Source: an optimization exercise on an open RTL-to-GDS flow (aim: small area). Production flows keep margins and buffers that such runs may drop.
RTL that was checked went through simulation tests only; none was proved equivalent to the original.
Power and IR drop assume default switching activity.

==> v39: inputs <==
// UART_TOP
module UART_TOP #(parameter DATA_WIDTH = 8, ACC_SIZE = 32, FCW = 9895605
    )
    (   output      logic                       data_rdy_o, data_err_o, serial_o, busy_o,
        output      logic   [DATA_WIDTH-1:0]    rcvr_data_o,
        input  wire logic                       serial_i, start_tx_i, clk_i, rst_i, data_rdy_clr_i, data_err_clr_i,
        input  wire logic   [DATA_WIDTH-1:0]    xmit_data_i
    );
==> module UART_TOP, before the edit <==
module UART_TOP #(parameter DATA_WIDTH = 8, ACC_SIZE = 32, FCW = 9895605
    )
    (   output      logic                       data_rdy_o, data_err_o, serial_o, busy_o,
        output      logic   [DATA_WIDTH-1:0]    rcvr_data_o,
        input  wire logic                       serial_i, start_tx_i, clk_i, rst_i, data_rdy_clr_i, data_err_clr_i,
        input  wire logic   [DATA_WIDTH-1:0]    xmit_data_i
    );
    localparam logic [ACC_SIZE-1:0] FCW_V = FCW;
    logic [ACC_SIZE:0]   acc;
    logic [ACC_SIZE:0]   acc_c;
    logic [ACC_SIZE-1:0] acc_s;
    logic                baud, baud_q;
    always_comb begin
        acc_c[0] = 1'b0;
        for (int i = 0; i < ACC_SIZE; i++) begin
            acc_s[i]   = acc[i] ^ FCW_V[i] ^ acc_c[i];
            acc_c[i+1] = FCW_V[i] ? (acc[i] | acc_c[i]) : (acc[i] & acc_c[i]);
        end
    end
    always_ff @(posedge clk_i) begin
        if (rst_i) begin
            acc    <= '0;
            baud   <= 1'b0;
            baud_q <= 1'b0;
        end else begin
            acc    <= {acc_c[ACC_SIZE], acc_s};
            baud   <= baud ^ acc[ACC_SIZE];
            baud_q <= baud;
        end
    end
    wire baud_fedg = baud_q & ~baud;
    wire baud_redg = ~baud_q & baud;
    logic       s0, s1, s2, ser;
    logic [5:0] dcnt;
    always_ff @(posedge clk_i) begin
        s0 <= serial_i;
        s1 <= s0;
    end
    always_ff @(posedge clk_i) begin
        if (rst_i) begin
            s2   <= 1'b0;
            dcnt <= '0;
            ser  <= 1'b1;
        end else begin
            s2 <= s1;
            if (s1 ^ s2)           dcnt <= '0;
            else if (dcnt == 6'd46) ser  <= s2;
            else                   dcnt <= dcnt + 6'd1;
        end
    end
    localparam logic [3:0] R_A0   = 4'd0,
                           R_A1   = 4'd1,
                           R_A2   = 4'd3,
                           R_A3   = 4'd2,
                           R_A4   = 4'd6,
                           R_A5   = 4'd7,
                           R_A6   = 4'd5,
                           R_A7   = 4'd4,
                           R_A8   = 4'd12,
                           R_A9   = 4'd13,
                           R_IDLE = 4'd8,
                           R_POST = 4'd9,
                           R_ERR  = 4'd10,
                           R_EOM  = 4'd11,
                           R_EOME = 4'd14;
    logic [3:0]            rs, rs_n;
    logic [DATA_WIDTH-1:0] rsh;
    always_comb begin
        rs_n = rs;
        case (rs)
            R_IDLE, R_POST: rs_n = (!baud && !ser) ? R_A0 : R_IDLE;
            R_A0: if (baud_fedg) rs_n = R_A1;
            R_A1: if (baud_fedg) rs_n = R_A2;
            R_A2: if (baud_fedg) rs_n = R_A3;
            R_A3: if (baud_fedg) rs_n = R_A4;
            R_A4: if (baud_fedg) rs_n = R_A5;
            R_A5: if (baud_fedg) rs_n = R_A6;
            R_A6: if (baud_fedg) rs_n = R_A7;
            R_A7: if (baud_fedg) rs_n = R_A8;
            R_A8: if (baud_fedg) rs_n = ser ? R_A9 : R_ERR;
            R_A9: if (baud)      rs_n = ser ? R_EOM : R_ERR;
            R_ERR:               rs_n = R_EOME;
            R_EOM, R_EOME:       rs_n = R_POST;
            default:             rs_n = R_IDLE;
        endcase
    end
    always_ff @(posedge clk_i) begin
        if (rst_i) rs <= R_IDLE;
        else       rs <= rs_n;
    end
    wire rx_shift = baud_fedg && !rs[3];    
    always_ff @(posedge clk_i) begin
        if (rx_shift) rsh <= {ser, rsh[DATA_WIDTH-1:1]};
    end
    always_ff @(posedge clk_i) begin
        if (rst_i) begin
            data_rdy_o  <= 1'b0;
            rcvr_data_o <= '0;
            data_err_o  <= 1'b0;
        end else begin
            if (rs == R_POST) begin
                data_rdy_o  <= 1'b1;
                rcvr_data_o <= rsh;
            end else if (data_rdy_clr_i) begin
                data_rdy_o  <= 1'b0;
            end
            if (rs == R_EOME)        data_err_o <= 1'b1;
            else if (data_err_clr_i) data_err_o <= 1'b0;
        end
    end
    localparam logic [3:0] T_IDLE  = 4'b0000,
                           T_START = 4'b0001,
                           T_SB1   = 4'b0010,    
                           T_SB    = 4'b0011,    
                           T_P1    = 4'b0100,    
                           T_P2    = 4'b0101,    
                           T_END   = 4'b0110,
                           T_D0    = 4'b1000,
                           T_D7    = 4'b1111;
    logic [3:0]            ts, ts_n;
    logic [DATA_WIDTH-1:0] tdat;
    logic                  start_tx;
    always_comb begin
        ts_n = ts;
        case (ts)
            T_IDLE:      if (start_tx) ts_n = T_START;
            T_START:     ts_n = T_SB1;
            T_SB1:       ts_n = baud_redg ? T_D0 : T_SB;
            T_SB:        if (baud_redg) ts_n = T_D0;
            T_D7:        if (baud_redg) ts_n = T_P1;
            T_P1:        if (baud_redg) ts_n = T_P2;
            T_P2:        if (baud_redg) ts_n = T_END;
            T_END:       ts_n = T_IDLE;
            default:     if (baud_redg) ts_n = ts + 4'd1;    
        endcase
    end
    always_ff @(posedge clk_i) begin
        if (rst_i) begin
            ts       <= T_IDLE;
            start_tx <= 1'b0;
        end else begin
            ts <= ts_n;
            if (start_tx_i)       start_tx <= 1'b1;
            else if (ts == T_SB1) start_tx <= 1'b0;
        end
    end
    always_ff @(posedge clk_i) begin
        if (ts == T_START) tdat <= xmit_data_i;
    end
    assign busy_o   = (ts != T_IDLE) && (ts != T_START);
    assign serial_o = ts[3] ? tdat[ts[2:0]] : !((ts == T_SB1) || (ts == T_SB));
endmodule
export LEC_CHECK = 0
export CAP_MARGIN = 20
export CORE_MARGIN = 2
export CORE_UTILIZATION = 40
export SLEW_MARGIN = 20
create_clock -name core_clock -period 10.0 [get_ports {clk_i}]
standard.sh (not shown) runs the stock make flow with config.mk's settings and CLKGATE_MAP_FILE= SYNTH_SCRIPT=/design/flow/synth_recipe.tcl, a recipe that flattens the netlist after the stock synthesis.
==> flow/flow/run.sh <==
#!/bin/bash
# Standard ORFS layout (the standard.sh) with four changes:
#  - ABC maps for area (flow/abc_area.script) instead of ORFS's delay script,
#    and Yosys does not pre-map half/full adders (ADDER_MAP_FILE empty);
#  - ports are buffered with the smallest buffer, buf_1;
#  - clock tree synthesis adds no dummy loads.
# Each tool's full output is kept: make's in flow_make.log, ORFS's per-step
# logs under orfs/logs/.
set -euo pipefail
W=$PWD
rm -rf "$W/scripts_mod"
cp -r "$FLOW_HOME/scripts" "$W/scripts_mod"
cp "$W/flow/abc_area.script" "$W/scripts_mod/abc_speed.script"
export SCRIPTS_DIR="$W/scripts_mod"
export ADDER_MAP_FILE=
export CTS_ARGS="-sink_clustering_enable -repair_clock_nets -dont_use_dummy_load"
export BUFFER_PORTS_ARGS="-buffer_cell sky130_fd_sc_hd__buf_1"
bash "$W/standard.sh" > "$W/flow_make.log" 2>&1
==> flow/flow/abc_area.script <==
strash
&get -n
&fraig -x
&put
scorr
dc2
dch -f
amap
==> v24 (differences from v39) <==
--- a/flow/design.v
+++ b/flow/design.v
@@ -33,4 +33,6 @@
     wire baud_fedg = baud_q & ~baud;
     wire baud_redg = ~baud_q & baud;
+    localparam logic [5:0] DB_START = 6'd13,
+                           DB_DONE  = 6'd45;
     logic       s0, s1, s2, ser;
     logic [5:0] dcnt;
@@ -42,11 +44,11 @@
         if (rst_i) begin
             s2   <= 1'b0;
-            dcnt <= '0;
+            dcnt <= DB_START;
             ser  <= 1'b1;
         end else begin
             s2 <= s1;
-            if (s1 ^ s2)           dcnt <= '0;
-            else if (dcnt == 6'd46) ser  <= s2;
-            else                   dcnt <= dcnt + 6'd1;
+            if (s1 ^ s2)              dcnt <= DB_START;
+            else if (dcnt == DB_DONE) ser  <= s2;
+            else                      dcnt <= {dcnt[4:0], ~(dcnt[5] ^ dcnt[0])};
         end
     end
--- a/flow/flow/run.sh
+++ b/flow/flow/run.sh
@@ -14,5 +14,5 @@
 export SCRIPTS_DIR="$W/scripts_mod"
 export ADDER_MAP_FILE=
-export CTS_ARGS="-sink_clustering_enable -repair_clock_nets -dont_use_dummy_load"
+export CTS_ARGS="-sink_clustering_enable -repair_clock_nets -dont_use_dummy_load -root_buf sky130_fd_sc_hd__clkbuf_8 -tree_buf sky130_fd_sc_hd__clkbuf_4 -buf_list {sky130_fd_sc_hd__clkbuf_4 sky130_fd_sc_hd__clkbuf_8}"
 export BUFFER_PORTS_ARGS="-buffer_cell sky130_fd_sc_hd__buf_1"
 bash "$W/standard.sh" > "$W/flow_make.log" 2>&1
==> flow/flow/abc_area.script (replaced) <==
strash
&get -n
&deepsyn -T 20
&put
dch -f
amap
==> metrics.md <==
| Metric | Value |
|---|---|
| RR Startpoint | `acc[1]$_SDFF_PP0_` |
| Core area | `around 6800 sq um` |
| Die Ht | `slightly below 90 microns` |
| Syn_nets | `310` |
| Sequential power share | `59.8%` |
| Synthesized cell area | `2840 sq um` |
| Status | `finished clean` |
| Max-slew headroom | `~51%` |
| Nonclk buf count | `26` |
| Synth area leaders | `dfxtp_1 45%, edfxtp_1 17%, nor2_1 9.0%` |
-- figures above: v24

==> metrics.md <==
| Metric | Value |
|---|---|
| Synth area leaders | `dfxtp_1 44%, edfxtp_1 17%, nor2_1 11%` |
| Max-slew headroom | `55.7%` |
| Core area | `between 7000 and 8000 sq um` |
| Sequential power share | `52.3%` |
| Status | `finished clean` |
-- figures above: v39

For v24, only the layout was checked, not whether the RTL still works.

-- static timing again, ports no longer ideal --
In the flow no input, the clock included, has a driving cell. The finished layouts below were timed again as built, in two steps.
Step 1: set_driving_cell puts a clkbuf_16 on clk_i and a buf_2 on each other input, an assumption about the parent block.
Step 2 moves the port delays by t, midway between the first and last clock arrival at a register: inputs arrive t later, outputs are due t later. That takes back most of the time a late clock gives input paths.
a / b / c = no drivers / after step 1 / after step 2; a / b = the first two.
run	t (ns)	setup slack, ns	worst setup path after step 2	latest minus earliest clock arrival (ns)	pins driven straight from the clock port
v39	0.354	4.877 / 4.877 / 4.877	register to register	0.017 / 0.016	1
v24	0.360	4.854 / 4.854 / 4.854	register to register	0.020 / 0.020	1
After both steps setup and hold are still met in every run listed.
